Source: an optimization exercise on an open RTL-to-GDS flow (aim: small area). Production flows keep margins and buffers that such runs may drop. In this exercise RTL edits were held to simulation tests only and were not proved equivalent to the original. The clock input has no modelled driver; a real chip could not lean on it and would need a root buffer or a full tree. Power is estimated from default activity; no workload was simulated.

==> inputs of 07-14 <==
// wall_clock
module wall_clock #(
    parameter CLK_RATE_HZ = 32_768,
    parameter HOURS_STYLE_AMERICAN = 0
    )(
    output wire[7:0] display_led_segments,
    output wire[5:0] display_led_enable_mask,
    input wire adjustment_next,
    input wire adjustment_increment,
    input wire clk,
    input wire reset
);
export LEC_CHECK = 0
export CAP_MARGIN = 20
export CORE_MARGIN = 2
export CORE_UTILIZATION = 40
export SLEW_MARGIN = 20
create_clock -name core_clock -period 10.0 [get_ports {clk}]
run.sh (not shown) runs the stock make flow with config.mk's settings and CLKGATE_MAP_FILE= SYNTH_SCRIPT=/design/flow/synth_recipe.tcl, a recipe that flattens the netlist after the stock synthesis.
==> 04-15: changes against 07-14 <==
==> flow/design.v (replaced) <==
`timescale 1ns/100ps
module wall_clock #(
    parameter CLK_RATE_HZ = 32_768,
    parameter HOURS_STYLE_AMERICAN = 0
    )(
    output wire[7:0] display_led_segments,
    output wire[5:0] display_led_enable_mask,
    input wire adjustment_next,
    input wire adjustment_increment,
    input wire clk,
    input wire reset
);
    reg[1:0] lo;
    reg[9:0] hp;
    reg[2:0] c1;
    reg clk1;
    reg hd_d;                        
    wire lo_full = &lo;
    wire half_done = lo_full && hp[9] && hp[8] && hp[5] && hp[4] && hp[1];
    wire clk5 = c1[0] ^ clk1;
    wire c1_last = c1[2];            
    wire tick5 = half_done && !clk5;
    wire tick1 = half_done && c1_last && !clk1;
    wire e5 = hd_d && clk5;
    wire e1 = hd_d && clk1 && c1 == 3'd0;
    always @(posedge clk) begin
        hd_d <= half_done;
        if (reset) begin
            lo <= 2'd0;
            hp <= 10'd0;
            c1 <= 3'd0;
            clk1 <= 1'b0;
        end else begin
            lo <= lo + 2'd1;
            if (half_done) begin
                hp <= 10'd0;
                c1 <= c1_last ? 3'd0 : c1 + 3'd1;
                clk1 <= clk1 ^ c1_last;
            end else begin
                hp <= hp + {9'd0, lo_full};
            end
        end
    end
    reg[3:0] wd;
    wire bark = wd == 4'd14;
    always @(posedge clk) begin
        if (reset) begin
            wd <= 4'd5;
        end else if (tick1) begin
            if (adjustment_next || adjustment_increment)
                wd <= 4'd5;
            else if (wd != 4'd15)
                wd <= wd + 4'd1;
        end
    end
    wire mc_reset = reset || bark;
    reg[2:0] ms;
    reg prev_next;
    wire adjuster_load = !ms[1] && ms[0];
    wire timer_load = ms[2] && !ms[1];
    wire[2:0] mode = {!ms[2] && ms[1], ms[2] && ms[0], ms[2] && !ms[0]};
    wire select = ms[2] || ms[1];
    wire rise = !prev_next && adjustment_next && !adjuster_load && !timer_load;
    wire e5_al = e5 && adjuster_load;
    wire e1_tl = e1 && timer_load;
    always @(posedge clk) begin
        if (mc_reset) begin
            ms <= 3'b000;
            prev_next <= 1'b0;
        end else begin
            prev_next <= adjustment_next;
            if (rise || e5_al || e1_tl)
                ms <= {ms[1], ms[0], !ms[2]};
        end
    end
    reg[2:0] mode_latch;
    reg[2:0] ttc;
    wire do_inc = adjustment_increment && (ttc == 3'd5 || ttc == 3'd0);
    wire[2:0] inc_f = mode_latch & {3{do_inc && tick5}};
    always @(posedge clk) begin
        if (reset) begin
            mode_latch <= 3'b000;
        end else if (tick5) begin
            mode_latch <= mode;
        end
        if (tick5) begin
            if (!adjustment_increment)
                ttc <= 3'd5;
            else if (mode_latch != mode)
                ttc <= 3'd6;
            else if (ttc != 3'd0)
                ttc <= ttc - 3'd1;
        end
    end
    reg[3:0] tm_su, tm_mu, tm_hu;
    reg[2:0] tm_st, tm_mt;
    reg[1:0] tm_ht;
    reg[3:0] ad_su, ad_mu, ad_hu;
    reg[2:0] ad_st, ad_mt;
    reg[1:0] ad_ht;
    function u9;                     
        input[3:0] u;
        u9 = u[3] && u[0];
    endfunction
    function t5;                     
        input[2:0] t;
        t5 = t[2] && !t[1];
    endfunction
    function h23;                    
        input[1:0] t;
        input[3:0] u;
        h23 = t[1] && u[1] && u[0];
    endfunction
    function[2:0] jinc;
        input[2:0] t;
        jinc = {t[1], t[0], !t[2]};
    endfunction
    wire tm_s59 = u9(tm_su) && t5(tm_st);
    wire tm_m59 = u9(tm_mu) && t5(tm_mt);
    always @(posedge clk) begin
        if (reset) begin
            {tm_ht, tm_hu, tm_mt, tm_mu, tm_st, tm_su} <= 20'd0;
        end else if (tick1) begin
            if (timer_load) begin
                {tm_ht, tm_hu, tm_mt, tm_mu, tm_st, tm_su} <=
                    {ad_ht, ad_hu, ad_mt, ad_mu, ad_st, ad_su};
            end else begin
                if (u9(tm_su)) begin
                    tm_su <= 4'd0;
                    tm_st <= t5(tm_st) ? 3'd0 : jinc(tm_st);
                end else begin
                    tm_su <= tm_su + 4'd1;
                end
                if (tm_s59) begin
                    if (u9(tm_mu)) begin
                        tm_mu <= 4'd0;
                        tm_mt <= t5(tm_mt) ? 3'd0 : jinc(tm_mt);
                    end else begin
                        tm_mu <= tm_mu + 4'd1;
                    end
                end
                if (tm_s59 && tm_m59) begin
                    if (h23(tm_ht, tm_hu)) begin
                        tm_hu <= 4'd0;
                        tm_ht <= 2'd0;
                    end else if (u9(tm_hu)) begin
                        tm_hu <= 4'd0;
                        tm_ht <= {tm_ht[0], !tm_ht[1] && !tm_ht[0]};
                    end else begin
                        tm_hu <= tm_hu + 4'd1;
                    end
                end
            end
        end
    end
    always @(posedge clk) begin
        if (reset) begin
            {ad_ht, ad_hu, ad_mt, ad_mu, ad_st, ad_su} <= 20'd0;
        end else if (tick5 && adjuster_load) begin
            {ad_ht, ad_hu, ad_mt, ad_mu, ad_st, ad_su} <=
                {tm_ht, tm_hu, tm_mt, tm_mu, tm_st, tm_su};
        end else begin
            if (inc_f[0]) begin
                if (u9(ad_su)) begin
                    ad_su <= 4'd0;
                    ad_st <= t5(ad_st) ? 3'd0 : jinc(ad_st);
                end else begin
                    ad_su <= ad_su + 4'd1;
                end
            end
            if (inc_f[1]) begin
                if (u9(ad_mu)) begin
                    ad_mu <= 4'd0;
                    ad_mt <= t5(ad_mt) ? 3'd0 : jinc(ad_mt);
                end else begin
                    ad_mu <= ad_mu + 4'd1;
                end
            end
            if (inc_f[2]) begin
                if (h23(ad_ht, ad_hu)) begin
                    ad_hu <= 4'd0;
                    ad_ht <= 2'd0;
                end else if (u9(ad_hu)) begin
                    ad_hu <= 4'd0;
                    ad_ht <= {ad_ht[0], !ad_ht[1] && !ad_ht[0]};
                end else begin
                    ad_hu <= ad_hu + 4'd1;
                end
            end
        end
    end
    reg[6:0] dq;
    reg[3:0] dig;
    reg dp;
    wire refresh = lo_full && &dq[3:0];
    wire[2:0] slot = dq[6:4];
    always @(posedge clk) begin
        if (reset) begin
            dq <= 7'd120;
        end else if (refresh && dq[6] && !dq[5] && dq[4]) begin
            dq <= 7'd0;              
        end else begin
            dq <= dq + {6'd0, lo_full};
        end
    end
    wire[5:0] act = {slot == 3'd5, slot == 3'd4, slot == 3'd3,
                     slot == 3'd2, slot == 3'd1, slot == 3'd0};
    wire to0 = act[5] || slot == 3'd7;
    wire[2:0] nt = {3{act[0]}} & (select ? ad_st : tm_st)
                 | {3{act[2]}} & (select ? ad_mt : tm_mt);
    wire[2:0] nt_bcd = {nt[2] && !nt[0], nt[1] && nt[0], nt[2] ^ nt[1] ^ nt[0]};
    wire[3:0] next_dig =
          {4{to0}}    & (select ? ad_su : tm_su)
        | {4{act[1]}} & (select ? ad_mu : tm_mu)
        | {4{act[3]}} & (select ? ad_hu : tm_hu)
        | {4{act[4]}} & {2'b00, select ? ad_ht : tm_ht}
        | {1'b0, nt_bcd};
    always @(posedge clk) begin
        if (reset) begin
            dig <= 4'd15;
            dp <= 1'b0;
        end else if (refresh) begin
            dig <= next_dig;
            dp <= clk1 && (act[1] || act[3]);
        end
    end
    wire x3 = dig[3], x2 = dig[2], x1 = dig[1], x0 = dig[0];
    wire[6:0] seg = {
        !x2&!x0 | x2&!x1&x0 | x3&!x2 | !x3&x1,
        !x1&!x0 | !x3&x1&x0 | !x2,
        x2&!x0 | !x3&x0 | !x1,
        !x2&x1 | x3&!x2 | !x2&!x0 | x1&!x0 | x2&!x1&x0,
        !x2&!x0 | x1&!x0,
        !x1&!x0 | x2&!x0 | x3&!x2 | x2&!x1,
        x2&!x0 | !x2&x1 | x3&!x2 | x2&!x1
    };
    assign display_led_segments = {seg, dp};
    wire[5:0] blink = {{2{!mode[2] || clk1}}, {2{!mode[1] || clk1}},
                       {2{!mode[0] || clk1}}};
    assign display_led_enable_mask = act & blink;
endmodule
==> flow/flow/run.sh (new file) <==
#!/bin/bash
set -euo pipefail
W=$(pwd)
rm -rf "$W/scripts_area"
cp -r "$FLOW_HOME/scripts" "$W/scripts_area"
cp "$W/flow/abc.script" "$W/scripts_area/abc_speed.script"
cp "$W/flow/abc.script" "$W/scripts_area/abc_area.script"
export SCRIPTS_DIR="$W/scripts_area"
bash standard.sh synth > "$W/synth.log" 2>&1
bash standard.sh finish > "$W/layout.log" 2>&1
test -f "$W/out/final.def"
==> flow/flow/abc.script (new file) <==
strash
&get -n
&deepsyn -T 90
&put
dch -f
amap
topo
==> flow/standard.sh (new file) <==
#!/bin/bash
# synth_recipe.tcl (not shown) runs the flow's synth.tcl, then flattens the netlist and writes it again
# the make line also repeats each setting of config.mk as NAME=value (left out here)
make -C /OpenROAD-flow-scripts/flow DESIGN_CONFIG=/design/flow/config.mk WORK_HOME=/design/flow/orfs CLKGATE_MAP_FILE= SYNTH_SCRIPT=/design/flow/synth_recipe.tcl "${@:-finish}"
removed: flow/run.sh
==> summary.txt <==
Core utilization: 07-14 is lower than 04-15 (1.6 points). Fmax: 04-15 is smaller than 07-14 (about 13%). Total power: 04-15 is smaller than 07-14 (about 14%). Global-route usage: 07-14 is higher than 04-15 (0.63 points). Against 07-14, the non-clock buffer count of 04-15 is lower by 4. In 04-15 the final area is smaller than in 07-14, by about 19%. 04-15 produced a clean layout. 07-14 completed with no timing, DRC or antenna violations. Sequential share of layout area: 07-14 is lower than 04-15 (6.2 points). Of 04-15 and 07-14, 07-14 has the higher first-iteration DRC count (gap 10%, measured against 07-14). Of 07-14 and 04-15, 07-14 has the higher area after synthesis (gap 26%, measured against 04-15). Critical path depth: 04-15 is higher than 07-14 (6). Hold slack: 04-15 is higher than 07-14 (0.019 ns).


==> inputs of 08-12 <==
RTL: one of the versions met above, not the one the previous note started from.
==> flow/config.mk <==
export PLATFORM = sky130hd
export DESIGN_NAME = wall_clock
export DESIGN_NICKNAME = wall_clock
export VERILOG_FILES = /design/flow/design.v
export SDC_FILE = /design/flow/constraint.sdc
export NUM_CORES = 4
export LEC_CHECK = 0
export CAP_MARGIN = 20
export CORE_MARGIN = 2
export CORE_UTILIZATION = 40
export SLEW_MARGIN = 20
==> flow/constraint.sdc <==
create_clock -name core_clock -period 10.0 [get_ports {clk}]
set_input_delay 2.0000 -clock core_clock [delete_from_list [all_inputs] [get_ports {clk}]]
set_output_delay 2.0000 -clock core_clock [all_outputs]
set_load 0.01 [all_outputs]
Stock flow here: none of the scripts above is used.
==> 06-03: changes against 08-12 <==
--- a/flow/design.v
+++ b/flow/design.v
@@ -71,24 +71,27 @@
             prev_next <= adjustment_next;
             if (rise || e5_al || e1_tl)
                 ms <= {ms[1], ms[0], !ms[2]};
         end
     end
-    reg[2:0] mode_latch;
+    reg[1:0] mode_latch;
     reg[2:0] ttc;
-    wire do_inc = adjustment_increment && (ttc == 3'd5 || ttc == 3'd0);
-    wire[2:0] inc_f = mode_latch & {3{do_inc && tick5}};
-    always @(posedge clk) begin
-        if (reset) begin
-            mode_latch <= 3'b000;
+    wire[1:0] field = {ms[2], ms[1] && ms[0]};
+    wire do_inc = adjustment_increment && (ttc == 3'd5 || ttc == 3'd0) && tick5;
+    wire[2:0] inc_f = {!mode_latch[1] && mode_latch[0],
+                       mode_latch[1] && mode_latch[0],
+                       mode_latch[1] && !mode_latch[0]} & {3{do_inc}};
+    always @(posedge clk) begin
+        if (reset) begin
+            mode_latch <= 2'b00;
         end else if (tick5) begin
-            mode_latch <= mode;
+            mode_latch <= field;
         end
         if (tick5) begin
             if (!adjustment_increment)
                 ttc <= 3'd5;
-            else if (mode_latch != mode)
+            else if (mode_latch != field)
                 ttc <= 3'd6;
             else if (ttc != 3'd0)
                 ttc <= ttc - 3'd1;
         end
     end
==> flow/flow/run.sh (new file) <==
#!/bin/bash
# The standard layout (standard.sh), except for how synthesis maps the
# logic: ABC runs an area-oriented script (deepsyn, then area mapping) in
# place of ORFS's speed script, adders are left to ABC, and the synthesis is
# run with twelve deepsyn seeds, keeping the smallest netlist. Registers come
# from the standard synthesis passes unchanged. Port buffers use the smallest
# buffer and the clock tree is built by flow/manual_cts.tcl.
set -euo pipefail
W=$(pwd)
SEEDS="1 2 3 4 5 6 7 8 9 10 11 12"
rm -rf "$W/scripts_base"
cp -r "$FLOW_HOME/scripts" "$W/scripts_base"
sed -i 's/\[env_var_exists_and_non_empty ADDER_MAP_FILE\] &&/0 \&\&/' "$W/scripts_base/synth.tcl"
grep -q '^  0 &&$' "$W/scripts_base/synth.tcl"
# Clock tree: the hand-built tree of flow/manual_cts.tcl in place of TritonCTS.
cp "$W/flow/manual_cts.tcl" "$W/scripts_base/manual_cts.tcl"
sed -i 's|^log_cmd clock_tree_synthesis {\*}$cts_args$|source $::env(SCRIPTS_DIR)/manual_cts.tcl|' "$W/scripts_base/cts.tcl"
grep -q '^source $::env(SCRIPTS_DIR)/manual_cts.tcl$' "$W/scripts_base/cts.tcl"
export BUFFER_PORTS_ARGS="-buffer_cell sky130_fd_sc_hd__buf_1"

for s in $SEEDS; do
  rm -rf "$W/scripts_$s" "$W/try_$s"
  cp -r "$W/scripts_base" "$W/scripts_$s"
  sed "s/@SEED@/$s/" "$W/flow/abc.script" > "$W/scripts_$s/abc_speed.script"
  cp "$W/scripts_$s/abc_speed.script" "$W/scripts_$s/abc_area.script"
  sed "s|$W/orfs|$W/try_$s|g" "$W/standard.sh" > "$W/standard_$s.sh"
  (SCRIPTS_DIR="$W/scripts_$s" bash "$W/standard_$s.sh" synth > "$W/synth_$s.log" 2>&1 || true) &
  if (( s % 4 == 0 )); then wait; fi
done
wait

best=""; best_area=""
for s in $SEEDS; do
  f="$W/try_$s/reports/sky130hd/wall_clock/base/synth_stat.txt"
  [[ -f "$f" && -f "$W/try_$s/results/sky130hd/wall_clock/base/1_synth.odb" ]] || continue
  a=$(awk '/Chip area for module/ {print $NF}' "$f" | tail -1)
  echo "seed $s: synthesis area $a" | tee -a "$W/seeds.log"
  if [[ -z "$best" ]] || awk -v a="$a" -v b="$best_area" 'BEGIN {exit !(a < b)}'; then
    best=$s; best_area=$a
  fi
done
[[ -n "$best" ]]
echo "using seed $best" | tee -a "$W/seeds.log"
rm -rf "$W/orfs"
mv "$W/try_$best" "$W/orfs"
export SCRIPTS_DIR="$W/scripts_$best"
bash standard.sh finish > "$W/layout.log" 2>&1
test -f "$W/out/final.def"
==> flow/flow/abc.script (new file) <==
strash
&get -n
&deepsyn -T 150 -S @SEED@
&put
dch -f
amap
topo
==> flow/flow/manual_cts.tcl (new file) <==
set mcts_buf sky130_fd_sc_hd__clkbuf_4
set mcts_root sky130_fd_sc_hd__clkbuf_8
set mcts_cols 3
set mcts_rows 3
set mcts_block [ord::get_db_block]
set mcts_db [ord::get_db]
set mcts_master [$mcts_db findMaster $::mcts_buf]
set mcts_clk [$mcts_block findNet clk]
set mcts_sinks {}
foreach it [$mcts_clk getITerms] {
  set inst [$it getInst]
  set bb [$inst getBBox]
  lappend mcts_sinks [list [expr {([$bb xMin] + [$bb xMax]) / 2}] [expr {([$bb yMin] + [$bb yMax]) / 2}] $it]
}
set mcts_sinks [lsort -integer -index 0 $mcts_sinks]
set mcts_n [llength $mcts_sinks]
set mcts_groups {}
for {set c 0} {$c < $::mcts_cols} {incr c} {
  set col [lrange $mcts_sinks [expr {$c * $mcts_n / $::mcts_cols}] [expr {($c + 1) * $mcts_n / $::mcts_cols - 1}]]
  set col [lsort -integer -index 1 $col]
  set m [llength $col]
  for {set r 0} {$r < $::mcts_rows} {incr r} {
    lappend mcts_groups [lrange $col [expr {$r * $m / $::mcts_rows}] [expr {($r + 1) * $m / $::mcts_rows - 1}]]
  }
}
set mcts_src $mcts_clk
if {[llength $mcts_groups] > 4} {
  set rmaster [$mcts_db findMaster $::mcts_root]
  set root [odb::dbInst_create $mcts_block $rmaster "clkbuf_root"]
  set rnet [odb::dbNet_create $mcts_block "clknet_root"]
  $rnet setSigType CLOCK
  [$root findITerm A] connect $mcts_clk
  [$root findITerm X] connect $rnet
  set sx 0; set sy 0
  foreach s $mcts_sinks { incr sx [lindex $s 0]; incr sy [lindex $s 1] }
  $root setLocation [expr {$sx / $mcts_n - [$rmaster getWidth] / 2}] [expr {$sy / $mcts_n - [$rmaster getHeight] / 2}]
  $root setPlacementStatus PLACED
  set mcts_src $rnet
}
set k 0
foreach grp $mcts_groups {
  set sx 0; set sy 0
  foreach s $grp { incr sx [lindex $s 0]; incr sy [lindex $s 1] }
  set cx [expr {$sx / [llength $grp]}]
  set cy [expr {$sy / [llength $grp]}]
  set buf [odb::dbInst_create $mcts_block $mcts_master "clkbuf_leaf_$k"]
  set net [odb::dbNet_create $mcts_block "clknet_leaf_$k"]
  $net setSigType CLOCK
  [$buf findITerm A] connect $mcts_src
  [$buf findITerm X] connect $net
  foreach s $grp {
    set it [lindex $s 2]
    $it disconnect
    $it connect $net
  }
  $buf setLocation [expr {$cx - [$mcts_master getWidth] / 2}] [expr {$cy - [$mcts_master getHeight] / 2}]
  $buf setPlacementStatus PLACED
  incr k
}
$mcts_clk setSigType CLOCK
puts "manual clock tree: [llength $mcts_groups] x $::mcts_buf for $mcts_n registers"
==> flow/standard.sh (new file) <==
#!/bin/bash
# synth_recipe.tcl (not shown) runs the flow's synth.tcl, then flattens the netlist and writes it again
# the make line also repeats each setting of config.mk as NAME=value (left out here)
make -C /OpenROAD-flow-scripts/flow DESIGN_CONFIG=/design/flow/config.mk WORK_HOME=/design/flow/orfs CLKGATE_MAP_FILE= SYNTH_SCRIPT=/design/flow/synth_recipe.tcl "${@:-finish}"
removed: flow/run.sh
==> 02-08: changes against 08-12 <==
--- a/flow/design.v
+++ b/flow/design.v
@@ -71,24 +71,27 @@
             prev_next <= adjustment_next;
             if (rise || e5_al || e1_tl)
                 ms <= {ms[1], ms[0], !ms[2]};
         end
     end
-    reg[2:0] mode_latch;
+    reg[1:0] mode_latch;
     reg[2:0] ttc;
-    wire do_inc = adjustment_increment && (ttc == 3'd5 || ttc == 3'd0);
-    wire[2:0] inc_f = mode_latch & {3{do_inc && tick5}};
-    always @(posedge clk) begin
-        if (reset) begin
-            mode_latch <= 3'b000;
+    wire[1:0] field = {ms[2], ms[1] && ms[0]};
+    wire do_inc = adjustment_increment && (ttc == 3'd5 || ttc == 3'd0) && tick5;
+    wire[2:0] inc_f = {!mode_latch[1] && mode_latch[0],
+                       mode_latch[1] && mode_latch[0],
+                       mode_latch[1] && !mode_latch[0]} & {3{do_inc}};
+    always @(posedge clk) begin
+        if (reset) begin
+            mode_latch <= 2'b00;
         end else if (tick5) begin
-            mode_latch <= mode;
+            mode_latch <= field;
         end
         if (tick5) begin
             if (!adjustment_increment)
                 ttc <= 3'd5;
-            else if (mode_latch != mode)
+            else if (mode_latch != field)
                 ttc <= 3'd6;
             else if (ttc != 3'd0)
                 ttc <= ttc - 3'd1;
         end
     end
==> flow/flow/run.sh (new file) <==
#!/bin/bash
# The standard layout (standard.sh), except for how synthesis maps the
# logic: ABC runs an area-oriented script (deepsyn, then area mapping) in
# place of ORFS's speed script, adders are left to ABC, and the synthesis is
# run with four deepsyn seeds, keeping the smallest netlist. Registers come
# from the standard synthesis passes unchanged. Port buffers use the smallest
# buffer and the clock tree uses no dummy loads.
set -euo pipefail
W=$(pwd)
SEEDS="1 2 3 4"
rm -rf "$W/scripts_base"
cp -r "$FLOW_HOME/scripts" "$W/scripts_base"
sed -i 's/\[env_var_exists_and_non_empty ADDER_MAP_FILE\] &&/0 \&\&/' "$W/scripts_base/synth.tcl"
grep -q '^  0 &&$' "$W/scripts_base/synth.tcl"
export BUFFER_PORTS_ARGS="-buffer_cell sky130_fd_sc_hd__buf_1"
export CTS_ARGS="-sink_clustering_enable -repair_clock_nets -dont_use_dummy_load -buf_list sky130_fd_sc_hd__clkbuf_8 -root_buf sky130_fd_sc_hd__clkbuf_8 -sink_clustering_size 20 -sink_clustering_max_diameter 120"

for s in $SEEDS; do
  rm -rf "$W/scripts_$s" "$W/try_$s"
  cp -r "$W/scripts_base" "$W/scripts_$s"
  sed "s/@SEED@/$s/" "$W/flow/abc.script" > "$W/scripts_$s/abc_speed.script"
  cp "$W/scripts_$s/abc_speed.script" "$W/scripts_$s/abc_area.script"
  sed "s|$W/orfs|$W/try_$s|g" "$W/standard.sh" > "$W/standard_$s.sh"
  (SCRIPTS_DIR="$W/scripts_$s" bash "$W/standard_$s.sh" synth > "$W/synth_$s.log" 2>&1 || true) &
done
wait

best=""; best_area=""
for s in $SEEDS; do
  f="$W/try_$s/reports/sky130hd/wall_clock/base/synth_stat.txt"
  [[ -f "$f" && -f "$W/try_$s/results/sky130hd/wall_clock/base/1_synth.odb" ]] || continue
  a=$(awk '/Chip area for module/ {print $NF}' "$f" | tail -1)
  echo "seed $s: synthesis area $a" | tee -a "$W/seeds.log"
  if [[ -z "$best" ]] || awk -v a="$a" -v b="$best_area" 'BEGIN {exit !(a < b)}'; then
    best=$s; best_area=$a
  fi
done
[[ -n "$best" ]]
echo "using seed $best" | tee -a "$W/seeds.log"
rm -rf "$W/orfs"
mv "$W/try_$best" "$W/orfs"
export SCRIPTS_DIR="$W/scripts_$best"
bash standard.sh finish > "$W/layout.log" 2>&1
test -f "$W/out/final.def"
==> flow/flow/abc.script (new file) <==
strash
&get -n
&deepsyn -T 90 -S @SEED@
&put
dch -f
amap
topo
==> flow/standard.sh (new file) <==
#!/bin/bash
# synth_recipe.tcl (not shown) runs the flow's synth.tcl, then flattens the netlist and writes it again
# the make line also repeats each setting of config.mk as NAME=value (left out here)
make -C /OpenROAD-flow-scripts/flow DESIGN_CONFIG=/design/flow/config.mk WORK_HOME=/design/flow/orfs CLKGATE_MAP_FILE= SYNTH_SCRIPT=/design/flow/synth_recipe.tcl "${@:-finish}"
removed: flow/run.sh
==> qor summary <==
Post-layout instance count excluding filler cells: 08-12 789; 06-03 632; 02-08 627
FF+latch count: 08-12 83; 06-03 82; 02-08 82
First-pass GRT wire length: 08-12 22000 um; 06-03 15900 um; 02-08 15800 um
Part of the total power dissipated in combinational logic: 08-12 3.7%; 06-03 6.1%; 02-08 4.8%
Global routing met2 resource utilization: 08-12 34.3%; 06-03 32.4%; 02-08 32.1%
Total power draw: 08-12 705 uW; 06-03 525 uW; 02-08 543 uW
Number of DRC violations after detailed-routing iteration 0: 08-12 321; 06-03 219; 02-08 165
Total instance count after detailed placement: 08-12 773; 06-03 622; 02-08 618
Type of element launching the critical path: 08-12 flip-flop; 06-03 primary input; 02-08 flip-flop
Power density over the cells: 08-12 128 mW/mm^2; 06-03 132 mW/mm^2; 02-08 135 mW/mm^2
Total Die Area: 08-12 0.0133 mm^2; 06-03 0.0100 mm^2; 02-08 0.0100 mm^2
Status: 08-12 timing/DRC/antenna clean; 06-03 timing/DRC/antenna clean; 02-08 timing/DRC/antenna clean
FF-to-FF Start: 08-12 ms[2]$_SDFFE_PP0P_; 06-03 lo[0]$_SDFF_PP0_; 02-08 lo[0]$_SDFF_PP0_
In 06-03 the design's own scripts or RTL, not TritonCTS, make the clock network.

what the ideal ports hide:
The results above use ideal ports. As a check the final layouts listed here were re-extracted and re-timed, cells and wires unchanged. Step 1 assumes that a clkbuf_16 drives the clock port and a buf_2 every other input. Step 2 adds t to the input delays and takes it off the output delays; t is the mean of the earliest and latest rising clock arrival at the registers after step 1. Input paths then give back, and output paths get back, about the clock's delay inside the block. Three values: ideal ports, drivers, drivers and shift; two values: the first two.
run	t, ns	setup WS [ns]	worst setup path at the end
07-14	0.375	5.715 / 5.678 / 6.024	input to register
04-15	0.394	5.098 / 5.111 / 4.717	input to register
08-12	0.388	5.675 / 5.640 / 6.028	register to output
06-03	0.395	5.498 / 5.500 / 5.105	input to register
02-08	0.379	4.950 / 4.950 / 4.652	input to register
After both steps setup and hold are still met in every run listed. The setup slack of 06-03, which loses most, moves by +0.002 ns with the drivers and by -0.393 ns with both steps.
